From an optimization exercise on the open Yosys and OpenROAD flow, aimed at small area; shortcuts taken in it are not production practice.
Function was checked by simulation only, so behaviour that the tests miss may differ from the original.
No driver is modelled on the clock port, so clocking that relies on it looks cheaper here than on a real chip.
No activity file was given, so power comes from the tool's default toggle rates.

Setup of trial 57:
// RISCtop
module RISCtop(
    input  [15:0] data_from_rom,
    input         reset,
    input         clk,
    input  [15:0] data_from_ram,
    output [5:0]  address_to_rom,
    output        enable_to_rom,
    output [15:0] data_to_ram,
    output        write_enable_to_ram,
    output        read_enable_to_ram,
    output [5:0]  address_to_ram,
    output        enable_ram_read
    );
    reg        state;       
    reg  [5:0] pc;
    reg        h;           
    reg [15:0] storage;     
    reg [15:0] fields;      
    reg  [3:0] c_op, c_d, c_s, c_t;  
    reg  [7:0] offset;
    reg [15:0] A, B;        
    wire       Z = (A == 16'd0);
    wire [3:0] fop = fields[15:12];
    wire hold  = (fop == 4'd15) && (storage[11:8] != 4'd0);
    wire RW   = (c_op[3] == 1'b0) || (c_op == 4'd8) || (c_op == 4'd9) || (c_op == 4'd12) || (c_op == 4'd13);
    wire wram = (c_op == 4'd10);
    wire rram = (c_op == 4'd9) || (c_op == 4'd12);
    wire jl    = (fop == 4'd13);
    wire take  = (fop == 4'd11 && Z) || (fop == 4'd12 && !Z) || fop == 4'd13 || fop == 4'd14;
    wire ex    = state && !hold;       
    wire k_pc  = (!state && !h) || (state && hold);
    wire k_inc = (!state && h) || (ex && !take && fop != 4'd15);
  ...
==> module RISCtop, before the edit <==
module RISCtop(
    input  [15:0] data_from_rom,
    input         reset,
    input         clk,
    input  [15:0] data_from_ram,
    output [5:0]  address_to_rom,
    output        enable_to_rom,
    output [15:0] data_to_ram,
    output        write_enable_to_ram,
    output        read_enable_to_ram,
    output [5:0]  address_to_ram,
    output        enable_ram_read
    );
    reg        state;       
    reg  [5:0] pc;
    reg        h;           
    reg [15:0] storage;     
    reg [15:0] fields;      
    reg  [3:0] c_op, c_d, c_s, c_t;  
    reg  [7:0] offset;
    reg [15:0] A, B;        
    wire       Z = (A == 16'd0);
    wire [3:0] fop = fields[15:12];
    wire hold  = (fop == 4'd15) && (storage[11:8] != 4'd0);
    wire RW   = (c_op[3] == 1'b0) || (c_op == 4'd8) || (c_op == 4'd9) || (c_op == 4'd12) || (c_op == 4'd13);
    wire wram = (c_op == 4'd10);
    wire rram = (c_op == 4'd9) || (c_op == 4'd12);
    wire jl    = (fop == 4'd13);
    wire take  = (fop == 4'd11 && Z) || (fop == 4'd12 && !Z) || fop == 4'd13 || fop == 4'd14;
    wire ex    = state && !hold;       
    wire k_pc  = (!state && !h) || (state && hold);
    wire k_inc = (!state && h) || (ex && !take && fop != 4'd15);
    wire k_tgt = ex && take;
    wire k_a   = ex && fop == 4'd15;
    wire k_off = !ex;
    wire k_imm = ex && fop == 4'd8;
    wire k_lnk = ex && jl;
    wire [5:0] pc_n;
    wire [7:0] off_n;
    pc_next pn(.pc(pc), .offset(offset), .imm(storage[7:0]), .a5(A[5:0]),
               .jl(jl), .njl(!jl), .k_pc(k_pc), .k_inc(k_inc), .k_tgt(k_tgt), .k_a(k_a),
               .k_off(k_off), .k_imm(k_imm), .k_lnk(k_lnk), .clr(reset),
               .pc_n(pc_n), .off_n(off_n));
    always @(posedge clk) begin
        pc     <= pc_n;
        offset <= off_n;
        h      <= !reset && state && hold;
    end
    always @(posedge clk or posedge reset)
        if (reset) state <= 1'b0;
        else state <= !state;
    always @(posedge clk) storage <= data_from_rom;
    always @(posedge clk) begin
        if (reset) fields[15:12] <= 4'd0;
        else if (state) fields[15:12] <= storage[15:12];
    end
    always @(posedge clk)
        if (state) fields[11:0] <= storage[11:0];
    always @(posedge clk or posedge reset) begin
        if (reset) c_op <= 4'd0;
        else if (state && !hold) c_op <= fop;
    end
    always @(posedge clk) begin
        if (state && !hold) begin
            c_d  <= fields[11:8];
            c_s  <= (fop == 4'd8 || fop == 4'd13) ? 4'd0 : fields[7:4];
            c_t  <= (fop[3:2] == 2'b00 || fop == 4'd4) ? fields[3:0] : 4'd0;
        end
    end
    wire sub  = (c_op == 4'd1);
    wire en_b = (c_op != 4'd5);
    wire inv  = (c_op == 4'd1) || (c_op == 4'd5);
    wire s_sum = (c_op[3:1] == 3'd0);
    wire s_g   = (c_op == 4'd2) || (c_op == 4'd3);
    wire s_x   = (c_op == 4'd3) || (c_op == 4'd4) || (c_op == 4'd5);
    wire s_l   = (c_op == 4'd6);
    wire s_r   = (c_op == 4'd7);
    wire s_ram = (c_op == 4'd9) || (c_op == 4'd12);
    wire s_off = (c_op == 4'd8) || (c_op == 4'd13);
    wire [15:0] wd;         
    wire [16:0] cy;
    assign cy[0] = sub;
    genvar gi;
    generate for (gi = 0; gi < 16; gi = gi + 1) begin : g_alu
        if (gi < 8) begin : lo
            alu_bit u(.a(A[gi]), .b(B[gi]), .en_b(en_b), .ninv(~inv), .ci(cy[gi]),
                      .al(gi == 0 ? 1'b0 : A[gi == 0 ? 0 : gi-1]), .ar(A[gi+1]),
                      .ram(data_from_ram[gi]), .off(offset[gi]),
                      .s_sum(s_sum), .s_x(s_x), .s_g(s_g), .s_l(s_l), .s_r(s_r), .s_ram(s_ram), .s_off(s_off),
                      .clr(reset), .y(wd[gi]), .co(cy[gi+1]));
        end else begin : hi
            alu_bit_hi u(.a(A[gi]), .b(B[gi]), .en_b(en_b), .ninv(~inv), .ci(cy[gi]),
                      .al(A[gi-1]), .ar(gi == 15 ? 1'b0 : A[gi == 15 ? 15 : gi+1]),
                      .ram(data_from_ram[gi]),
                      .s_sum(s_sum), .s_x(s_x), .s_g(s_g), .s_l(s_l), .s_r(s_r), .s_ram(s_ram),
                      .clr(reset), .y(wd[gi]), .co(cy[gi+1]));
        end
    end endgenerate
    reg [15:0] r [0:15];
    wire [255:0] flat;
    wire [15:0] wen;
    wdec16 dw(.a(c_d), .we(RW), .clr(reset), .en(wen));
    generate for (gi = 0; gi < 16; gi = gi + 1) begin : g_reg
        always @(posedge clk)
            if (wen[gi]) r[gi] <= wd;
        assign flat[gi*16 +: 16] = r[gi];
    end endgenerate
    wire [15:0] sel_s, sel_t;
    dec16 ds(.a(c_s), .en(RW), .y(sel_s));
    dec16 dt(.a(c_t), .en(RW), .y(sel_t));
    wire [15:0] ra, rb;
    RISCregfile port_a(.sel(sel_s), .flat(flat), .hold(!RW), .q(A), .clr(reset), .y(ra));
    RISCregfile port_b(.sel(sel_t), .flat(flat), .hold(!RW), .q(B), .clr(reset), .y(rb));
    always @(posedge clk) begin
        A <= ra;
        B <= rb;
    end
    assign enable_to_rom       = state;
    assign address_to_rom      = (state | h) ? pc : 6'd0;
    assign write_enable_to_ram = wram;
    assign read_enable_to_ram  = rram;
    generate for (gi = 0; gi < 16; gi = gi + 1) begin : g_dout
        g_ao22 m(.a1(wram), .a2(B[gi]), .b1(!wram), .b2(data_from_ram[gi]), .y(data_to_ram[gi]));
    end endgenerate
    assign address_to_ram      = A[5:0];
    assign enable_ram_read     = 1'b0;
endmodule
Settings: LEC_CHECK=0, ABC_AREA=0, CAP_MARGIN=10, CORE_MARGIN=2, CORE_UTILIZATION=50, PLACE_DENSITY=0.65, SLEW_MARGIN=10, SYNTH_HIERARCHICAL=1; clock period 10.0 ns.
standard.sh (not shown) runs the stock make flow with config.mk's settings and CLKGATE_MAP_FILE= SYNTH_SCRIPT=/design/flow/synth_recipe.tcl, a recipe that flattens the netlist after the stock synthesis.
==> flow/flow/run.sh <==
#!/bin/bash
set -euo pipefail
export BUFFER_PORTS_ARGS="-buffer_cell sky130_fd_sc_hd__buf_1"
export CTS_ARGS="-sink_clustering_enable -repair_clock_nets -dont_use_dummy_load -buf_list {sky130_fd_sc_hd__clkbuf_4} -sink_clustering_size 10 -sink_clustering_max_diameter 40"
export POST_CTS_TCL="$(pwd)/flow/post_cts.tcl"
bash standard.sh > standard_flow.log 2>&1
==> flow/flow/post_cts.tcl <==
# After clock tree synthesis: downsize cells off the critical paths, then
# repair any slew or capacitance violation that this leaves.
estimate_parasitics -placement
repair_timing -recover_power 100 -verbose
repair_design -slew_margin 20 -cap_margin 20 -verbose
detailed_placement
check_placement -verbose
Trial 57 went all the way through the flow, and no timing, DRC or antenna check failed.
Inputs modified between trial 57 and trial 63:
-- flow/design.v --
<<< trial 57, line 279
    assign write_enable_to_ram = wram;
    assign read_enable_to_ram  = rram;
    generate for (gi = 0; gi < 16; gi = gi + 1) begin : g_dout
        g_ao22 m(.a1(wram), .a2(B[gi]), .b1(!wram), .b2(data_from_ram[gi]), .y(data_to_ram[gi]));
    end endgenerate
    assign address_to_ram      = A[5:0];
    assign enable_ram_read     = 1'b0;
>>> trial 63, line 279
    assign write_enable_to_ram = wram;
    assign read_enable_to_ram  = rram;
    assign data_to_ram         = wram ? B : data_from_ram;
    assign address_to_ram      = A[5:0];
    assign enable_ram_read     = 1'b0;
Results
The final layout from trial 63, which completed every stage, passed the timing, design-rule and antenna checks at the end of the flow.
In trial 63 relative to trial 57, count of plain and timing-repair buffers in the layout had gone down by a few percent.
Slack of the worst reg-to-reg path (lower): trial 63
Per the comparison of trial 63 with trial 57, area after synthesis went up about 0.5%; shortest period the worst path allows went up 0.48 ns; final critical-path share of the clock period went up 4.8 points; core occupancy in the finished layout held.
Status: proportion of power drawn by combinational gates parity (trial 57, trial 63)
Any difference in final cell area excluding filler cells between trial 57 and trial 63 is small enough to ignore.
Met1 wire length, trial 63 vs trial 57: up slightly
On cell count: trial 63 sits below trial 57.

[separate check: timing with driven ports]
No port has a modelled driver above. Below, the same layouts with a new extraction and two added sets of constraints.
Step 1, drivers: a clkbuf_16 drives clk and a buf_2 each remaining input, both assumed.
Step 2, shift: input delay + t, output delay - t, t = (earliest + latest rising clock arrival at the registers) / 2. This alone moves slack from input paths to output paths.
Slacks: ideal ports / drivers / drivers and shift; pairs: ideal ports / drivers.
run	t, ns	setup slack, ns	worst setup path after step 2	worst register clock-pin slew, ns	worst data-port slew with drivers (ns)
trial 57	0.711	4.196 / 4.196 / 4.196	register to register	0.11 / 0.11	0.04
trial 63	0.713	3.715 / 3.715 / 3.715	register to register	0.11 / 0.11	0.03
After both steps every run listed still meets setup and hold.
